What follows belongs to an exercise in optimizing a design on an open flow for small area; a production flow would make more cautious choices. Where RTL was checked, it was by simulation tests only, not by an equivalence proof against the original. The clock input has no modelled driver; a real chip could not lean on it and would need a root buffer or a full tree. Power figures rest on the tool's default switching activity, not on a simulated workload.

==> module mp2, before the edit <==
module mp2 #(
    parameter CLK_FREQ = 12000000,
    parameter INTERVAL = CLK_FREQ / 360
)(
    input logic clk,
    input logic rst,
    output logic RGB_R,
    output logic RGB_G,
    output logic RGB_B
);
    logic [7:0] pwm;
    logic [5:0] d;
    logic [2:0] seg;
    logic       tick;
    generate
        if (INTERVAL == 33333) begin : g_lfsr
            logic [15:0] lf;
            always_ff @(posedge clk) begin
                if (rst || tick) lf <= 16'h4230;
                else lf <= {~lf[14:0], lf[15] ^ lf[2]};
            end
            assign tick = ((lf ^ 16'h9c51) & 16'h36df) == 16'h0;
        end else begin : g_bin
            logic [31:0] counter;
            always_ff @(posedge clk) begin
                if (rst || tick) counter <= 0;
                else counter <= counter + 1;
            end
            assign tick = (counter >= INTERVAL);
        end
    endgenerate
    logic [7:0] pc;    
    always_comb begin
        pc[0] = 1'b1;
        for (int i = 1; i < 8; i++) pc[i] = pc[i-1] & pwm[i-1];
    end
    always_ff @(posedge clk) begin
        if (rst) pwm <= 8'd0;
        else pwm <= pwm ^ pc;
    end
    wire down = seg[2] ^ seg[1] ^ seg[0];
    wire last = down ? (d[5:1] == 5'd0) : (d[5] & d[4] & d[3] & d[1] & d[0]);
    logic [5:0] dt;    
    always_comb begin
        dt[0] = tick;
        for (int i = 1; i < 6; i++) dt[i] = dt[i-1] & (d[i-1] ^ down);
    end
    always_ff @(posedge clk) begin
        if (rst) begin
            d <= 6'd0;
            seg <= 3'b000;
        end else begin
            d <= d ^ dt;
            if (tick && last) seg <= {~seg[0], seg[2:1]};
        end
    end
    logic [5:0] lh;    
    logic [6:0] lc;
    always_comb begin
        lc[0] = 1'b0;
        for (int i = 0; i < 6; i++) begin
            lh[i] = d[i] ^ (i < 2 ? d[i+4] : 1'b0) ^ lc[i];
            lc[i+1] = (i < 2) ? ((d[i] & d[i+4]) | (lc[i] & (d[i] ^ d[i+4]))) : (d[i] & lc[i]);
        end
    end
    wire [7:0] level = {lh, d[3:2]};
    logic [8:0] lt;
    always_comb begin
        lt[0] = 1'b0;
        for (int i = 0; i < 8; i++)
            lt[i+1] = (~pwm[i] & level[i]) | (~(pwm[i] ^ level[i]) & lt[i]);
    end
    wire ramp = lt[8];
    wire full = ~&pwm;
    wire a = seg[2] ^ seg[1];
    wire b = seg[1] ^ seg[0];
    assign RGB_R = (~seg[2] & ~seg[1] & full) | (a & ~b & ramp);
    assign RGB_G = (seg[2] & ~seg[0] & full) | (~a & ~b & ramp);
    assign RGB_B = (seg[1] & seg[0] & full) | (~a & b & ramp);
endmodule
clock: 30.0 ns
lec_check: 0
cap_margin: 20
core_margin: 2
core_utilization: 40
slew_margin: 20
run.sh (not shown) runs the stock make flow with config.mk's settings and CLKGATE_MAP_FILE= SYNTH_SCRIPT=/design/flow/synth_recipe.tcl, a recipe that flattens the netlist after the stock synthesis.
==> next run, changes <==
==> flow/design.v (replaced) <==
module mp2 #(
    parameter CLK_FREQ = 12000000,
    parameter INTERVAL = CLK_FREQ / 360
)(
    input logic clk,
    input logic rst,
    output logic RGB_R,
    output logic RGB_G,
    output logic RGB_B
);
    logic [7:0] pwm;
    logic [5:0] d;
    logic [2:0] seg;
    logic       tick;
    generate
        if (INTERVAL == 33333) begin : g_lfsr
            logic [13:0] lf;
            always_ff @(posedge clk) begin
                if (rst || tick) lf <= 14'h2b91;
                else lf <= {~lf[12:0], lf[13] ^ lf[0]};
            end
            assign tick = ((lf ^ 14'h20fb) & 14'h18ff) == 14'h0 && pwm[0] && (pwm[1] == d[0]);
        end else begin : g_bin
            logic [31:0] counter;
            always_ff @(posedge clk) begin
                if (rst || tick) counter <= 0;
                else counter <= counter + 1;
            end
            assign tick = (counter >= INTERVAL);
        end
    endgenerate
    always_ff @(posedge clk) begin
        if (rst) pwm <= 8'd0;
        else pwm <= pwm + 8'd1;
    end
    wire down = seg[2] ^ seg[1] ^ seg[0];
    wire last = down ? (d[5:1] == 5'd0) : (d[5] & d[4] & d[3] & d[1] & d[0]);
    always_ff @(posedge clk) begin
        if (rst) begin
            d <= 6'd0;
            seg <= 3'b000;
        end else if (tick) begin
            d <= down ? d - 6'd1 : d + 6'd1;
            if (last) seg <= {~seg[0], seg[2:1]};
        end
    end
    wire [7:0] level = {d + {4'd0, d[5:4]}, d[3:2]};
    wire ramp = pwm < level;
    wire full = ~&pwm;
    assign RGB_R = (~seg[2] & ~seg[1] & full) | ((seg[2] ^ seg[1]) & ramp);
    assign RGB_G = (seg[2] & ~seg[0] & full) | ~(seg[2] ^ seg[0]) & ramp;
    assign RGB_B = (seg[1] & seg[0] & full) | ((seg[1] ^ seg[0]) & ramp);
endmodule
Outcome: Combinational power climbs by 37%; total power drops by 14%; worst hold slack loses 0.017 ns; critical path depth drops by 2; final cell count climbs by 0.45%; via count drops by 1.7%; wire length drops by 4.2%; first-iteration DRC count drops by 37%; count of clock-buffer cells in the layout drops by 1; setup slack gains 0.082 ns.
Function not checked in the first run of this note: the RTL went through the layout flow alone.

Another version of the RTL of mp2 (not shown whole).
Size in the first run: ~150 cells after synthesis, roughly 1200 um2 of cells after synthesis.
==> module mp2, before the edit <==
module mp2 #(
    parameter CLK_FREQ = 12000000,
    parameter INTERVAL = CLK_FREQ / 360
)(
    input logic clk,
    input logic rst,
    output logic RGB_R,
    output logic RGB_G,
    output logic RGB_B
);
    logic [3:0] a;
    logic [4:0] s;
    logic [5:0] d;
    logic [2:0] seg;
    logic       tick;
    wire top = &a;                         
    wire [1:0] pm = a[1:0] + s[1:0];       
    generate
        if (INTERVAL == 33333) begin : g_lfsr
            logic [13:0] lf;
            always_ff @(posedge clk) begin
                if (rst || tick) lf <= 14'h2b91;
                else lf <= {~lf[12:0], lf[13] ^ lf[0]};
            end
            assign tick = ((lf ^ 14'h20fb) & 14'h18ff) == 14'h0 && pm[0] && (pm[1] == d[0]);
        end else begin : g_bin
            logic [31:0] counter;
            always_ff @(posedge clk) begin
                if (rst || tick) counter <= 0;
                else counter <= counter + 1;
            end
            assign tick = (counter >= INTERVAL);
        end
    endgenerate
    always_ff @(posedge clk) begin
        if (rst || top) begin
            a <= 4'd0;
            s <= 5'd0;
        end else if (s[4]) begin
            a <= a + 4'd1;
            s <= 5'd0;
        end else begin
            s <= s + 5'd1;
        end
    end
    wire down = seg[2] ^ seg[1] ^ seg[0];
    wire last = down ? (d[5:1] == 5'd0) : (d[5] & d[4] & d[3] & d[1] & d[0]);
    always_ff @(posedge clk) begin
        if (rst) begin
            d <= 6'd0;
            seg <= 3'b000;
        end else if (tick) begin
            d <= down ? d - 6'd1 : d + 6'd1;
            if (last) seg <= {~seg[0], seg[2:1]};
        end
    end
    wire ramp = {a, s[3:2] | {2{s[4]}}} < d;     
    wire full = ~top;                             
    assign RGB_R = (~seg[2] & ~seg[1] & full) | ((seg[2] ^ seg[1]) & ramp);
    assign RGB_G = (seg[2] & ~seg[0] & full) | ~(seg[2] ^ seg[0]) & ramp;
    assign RGB_B = (seg[1] & seg[0] & full) | ((seg[1] ^ seg[0]) & ramp);
endmodule
clock: 30.0 ns
lec_check: 0
cap_margin: 20
core_margin: 2
core_utilization: 40
slew_margin: 20
standard.sh (not shown) runs the stock make flow with config.mk's settings and CLKGATE_MAP_FILE= SYNTH_SCRIPT=/design/flow/synth_recipe.tcl, a recipe that flattens the netlist after the stock synthesis.
==> flow/flow/run.sh <==
#!/bin/bash
# Own layout flow:
#  1. the standard synthesis (its netlist names the registers);
#  2. area-oriented re-synthesis of the combinational logic with abc's deepsyn, several
#     seeds, both from the RTL (registers then renamed to the standard synthesis's names)
#     and by re-mapping the standard netlist; a candidate counts only if it holds the same
#     registers, in the same cells, and a SAT proof shows its logic equals the standard
#     netlist's; the smallest one is laid out;
#  3. the standard layout, with one-cell port buffers and the clock tree collapsed to a
#     single buffer.
set -euo pipefail
W=$(pwd)
F=$W/flow
R=$W/orfs/results/sky130hd/mp2/base
LIB=$FLOW_HOME/platforms/sky130hd/lib/sky130_fd_sc_hd__tt_025C_1v80.lib
YOSYS=$FLOW_HOME/../tools/install/yosys/bin/yosys
[[ -x $YOSYS ]] || YOSYS=$(command -v yosys)
# candidates: source (rtl or the standard netlist, map), abc mapper, deepsyn seed
CANDIDATES="$(for s in $(seq 1 16); do echo map:amap:$s; done; for s in $(seq 1 8); do echo map:amapm:$s; done) rtl:amap:1 rtl:amap:2 rtl:amap:3 rtl:amap:4"
ABC_T=20

# 1. standard synthesis
bash standard.sh synth > $W/log_1_synth.txt 2>&1

# 2. re-synthesis candidates
python3 $F/genmap.py $LIB $W/cells_func.v > $W/log_2_genmap.txt 2>&1
DU=$(grep -o -- "-dont_use [A-Za-z0-9_]*" $W/orfs/logs/sky130hd/mp2/base/1_2_yosys.log | sort -u | tr '\n' ' ')
cp $R/1_2_yosys.v $W/std_netlist.v
python3 $F/cutff.py $W/std_netlist.v $W/std_cut.v > $W/log_2_cut_std.txt 2>&1

candidate() {
  local kind=$1 mapper=$2 s=$3 c=$1_$2_$3
  local m="dch -f; amap"
  [[ $mapper == amapm ]] && m="dch; amap -m"
  [[ $mapper == mapa ]] && m="dch -f; map -a"
  echo "strash; &get -n; &deepsyn -S $s -T $ABC_T; &put; $m; topo" > $W/cand_$c.abc
  if [[ $kind == rtl ]]; then
    cat > $W/cand_$c.ys <<EOY
read_verilog -sv $W/design.v
hierarchy -check -top $FLOW_TOP
synth -flatten -top $FLOW_TOP -nofsm -noshare -run :fine
opt -full
techmap
opt -fast
dfflegalize -cell \$_DFF_P_ 01
opt_clean -purge
abc -liberty $LIB $DU -script $W/cand_$c.abc
dfflibmap -liberty $LIB $DU
EOY
  else
    cat > $W/cand_$c.ys <<EOY
read_liberty -lib $LIB
read_verilog $W/std_netlist.v
hierarchy -top $FLOW_TOP
techmap -map $W/cells_func.v
techmap
opt -purge
abc -liberty $LIB $DU -script $W/cand_$c.abc
EOY
  fi
  cat >> $W/cand_$c.ys <<EOY
opt_clean -purge
hilomap -singleton -hicell sky130_fd_sc_hd__conb_1 HI -locell sky130_fd_sc_hd__conb_1 LO
splitnets
opt_clean -purge
rename -hide w:*\$func\$*
select -assert-none t:\$*
tee -q -o $W/cand_$c.stat stat -liberty $LIB
write_verilog -noattr -nohex -nodec $W/cand_${c}_raw.v
EOY
  cat > $W/equiv_$c.ys <<EOY
read_verilog $W/std_cut.v
rename $FLOW_TOP gold
read_verilog $W/cand_${c}_cut.v
rename $FLOW_TOP gate
read_verilog -lib $W/cells_func.v
hierarchy -check
techmap -map $W/cells_func.v
techmap
opt -purge
miter -equiv -flatten -make_assert gold gate miter
hierarchy -top miter
sat -verify -prove-asserts miter
EOY
  if $YOSYS -q -l $W/log_2_cand_$c.txt $W/cand_$c.ys > /dev/null 2>&1 \
     && if [[ $kind == rtl ]]; then
          python3 $F/matchff.py $W/std_netlist.v $W/cand_${c}_raw.v $W/cand_$c.v > $W/log_2_match_$c.txt 2>&1
        else
          cp $W/cand_${c}_raw.v $W/cand_$c.v
        fi \
     && python3 $F/cutff.py $W/cand_$c.v $W/cand_${c}_cut.v > $W/log_2_cut_$c.txt 2>&1 \
     && $YOSYS -q -l $W/log_2_equiv_$c.txt $W/equiv_$c.ys > /dev/null 2>&1; then
    echo "$(grep 'Chip area' $W/cand_$c.stat | awk '{print $NF}') $c" > $W/cand_$c.ok
  fi
}
n=0
for c in $CANDIDATES; do
  candidate $(echo $c | tr ':' ' ') &
  n=$((n + 1))
  if (( n % ${NUM_CORES:-4} == 0 )); then wait; fi
done
wait
best=$(cat $W/cand_*.ok 2>/dev/null | sort -g | head -1 | awk '{print $2}')
{ echo "standard netlist: $(grep 'Chip area' $W/orfs/reports/sky130hd/mp2/base/synth_stat.txt | awk '{print $NF}')"
  echo "proven candidates (area name):"; cat $W/cand_*.ok 2>/dev/null || true; } > $W/log_2_choice.txt
if [[ -n "$best" ]]; then
  cp $W/cand_$best.v $R/1_2_yosys.v
  rm -f $R/1_synth.odb $R/1_synth.sdc
  echo "using $best" >> $W/log_2_choice.txt
else
  echo "no candidate proven; standard netlist kept" >> $W/log_2_choice.txt
fi

# 3. the standard layout from there
export MY_CLKBUF=${MY_CLKBUF:-sky130_fd_sc_hd__buf_12}
bash standard.sh POST_CTS_TCL=$F/post_cts.tcl "BUFFER_PORTS_ARGS=-buffer_cell sky130_fd_sc_hd__buf_1" finish > $W/log_3_layout.txt 2>&1
Other scripts of this flow, unchanged in this note and not shown: flow/flow/cutff.py, flow/flow/genmap.py, flow/flow/matchff.py, flow/flow/post_cts.tcl
The first run passed the timing, design-rule and antenna checks.
Then changed:
--- a/flow/design.v
+++ b/flow/design.v
@@ -12,5 +12,6 @@
     logic [4:0] s;
     logic [5:0] d;
-    logic [2:0] seg;
+    logic       dir;
+    logic [1:0] ph;
     logic       tick;
     wire top = &a;                         
@@ -44,19 +45,25 @@
         end
     end
-    wire down = seg[2] ^ seg[1] ^ seg[0];
-    wire last = down ? (d[5:1] == 5'd0) : (d[5] & d[4] & d[3] & d[1] & d[0]);
+    wire last = dir ? (d[5:1] == 5'd0) : (d[5] & d[4] & d[3] & d[1] & d[0]);
     always_ff @(posedge clk) begin
         if (rst) begin
             d <= 6'd0;
-            seg <= 3'b000;
+            dir <= 1'b0;
+            ph <= 2'd0;
         end else if (tick) begin
-            d <= down ? d - 6'd1 : d + 6'd1;
-            if (last) seg <= {~seg[0], seg[2:1]};
+            d <= dir ? d - 6'd1 : d + 6'd1;
+            if (last) begin
+                dir <= ~dir;
+                ph <= ph[1] ? 2'd0 : ph + 2'd1;
+            end
         end
     end
     wire ramp = {a, s[3:2] | {2{s[4]}}} < d;     
     wire full = ~top;                             
-    assign RGB_R = (~seg[2] & ~seg[1] & full) | ((seg[2] ^ seg[1]) & ramp);
-    assign RGB_G = (seg[2] & ~seg[0] & full) | ~(seg[2] ^ seg[0]) & ramp;
-    assign RGB_B = (seg[1] & seg[0] & full) | ((seg[1] ^ seg[0]) & ramp);
+    wire p0 = ~ph[1] & ~ph[0];
+    wire p1 = ph[0];
+    wire p2 = ph[1];
+    assign RGB_R = (p1 & ramp) | (((~dir & p0) | (dir & p2)) & full);
+    assign RGB_G = (p0 & ramp) | (((~dir & p2) | (dir & p1)) & full);
+    assign RGB_B = (p2 & ramp) | (((~dir & p1) | (dir & p0)) & full);
 endmodule
Result:
- The changed run went through all stages and came out clean
- synthesized cell count falls by 2.6%
- via count is lower by 1.9%
- die area increases by 0.86%
- area after synthesis went up by 0.93%
- count of clock-buffer cells in the layout is unchanged
- total power grows by 1.9%
- global-route usage increases by 0.73 points
- setup slack gains 9.0 ps
- combinational power rises by 61%
- final cell count went down by 2.1%
- wire length grows by 1.4%
- critical path depth stays the same

[port drivers added, routing unchanged]
No port has a modelled driver above. Below, the same layouts with a new extraction and two added sets of constraints. Step 1 (the two cells are an assumption about what drives the block):
set clk [get_ports {clk}]
set_driving_cell -lib_cell sky130_fd_sc_hd__clkbuf_16 $clk
set_driving_cell -lib_cell sky130_fd_sc_hd__buf_2 [delete_from_list [all_inputs] $clk]
Step 2 also shifts input and output timing later by t, the mid clock arrival at the registers, as if the neighbouring blocks saw the same clock. Three values: ideal ports, drivers, drivers and shift; two values: the first two.
run	t (ns)	setup WS [ns]	worst data-port slew with drivers (ns)	pins driven straight from the clock port
the first run of note 1	0.301	20.548 / 20.523 / 20.825	0.03	1
the second run of note 1	0.299	20.631 / 20.608 / 20.907	0.03	1
the first run of note 2	0.174	22.279 / 22.250 / 22.424	0.03	1
the second run of note 2	0.171	22.288 / 22.258 / 22.430	0.03	1
After both steps setup and hold are still met in every run listed.
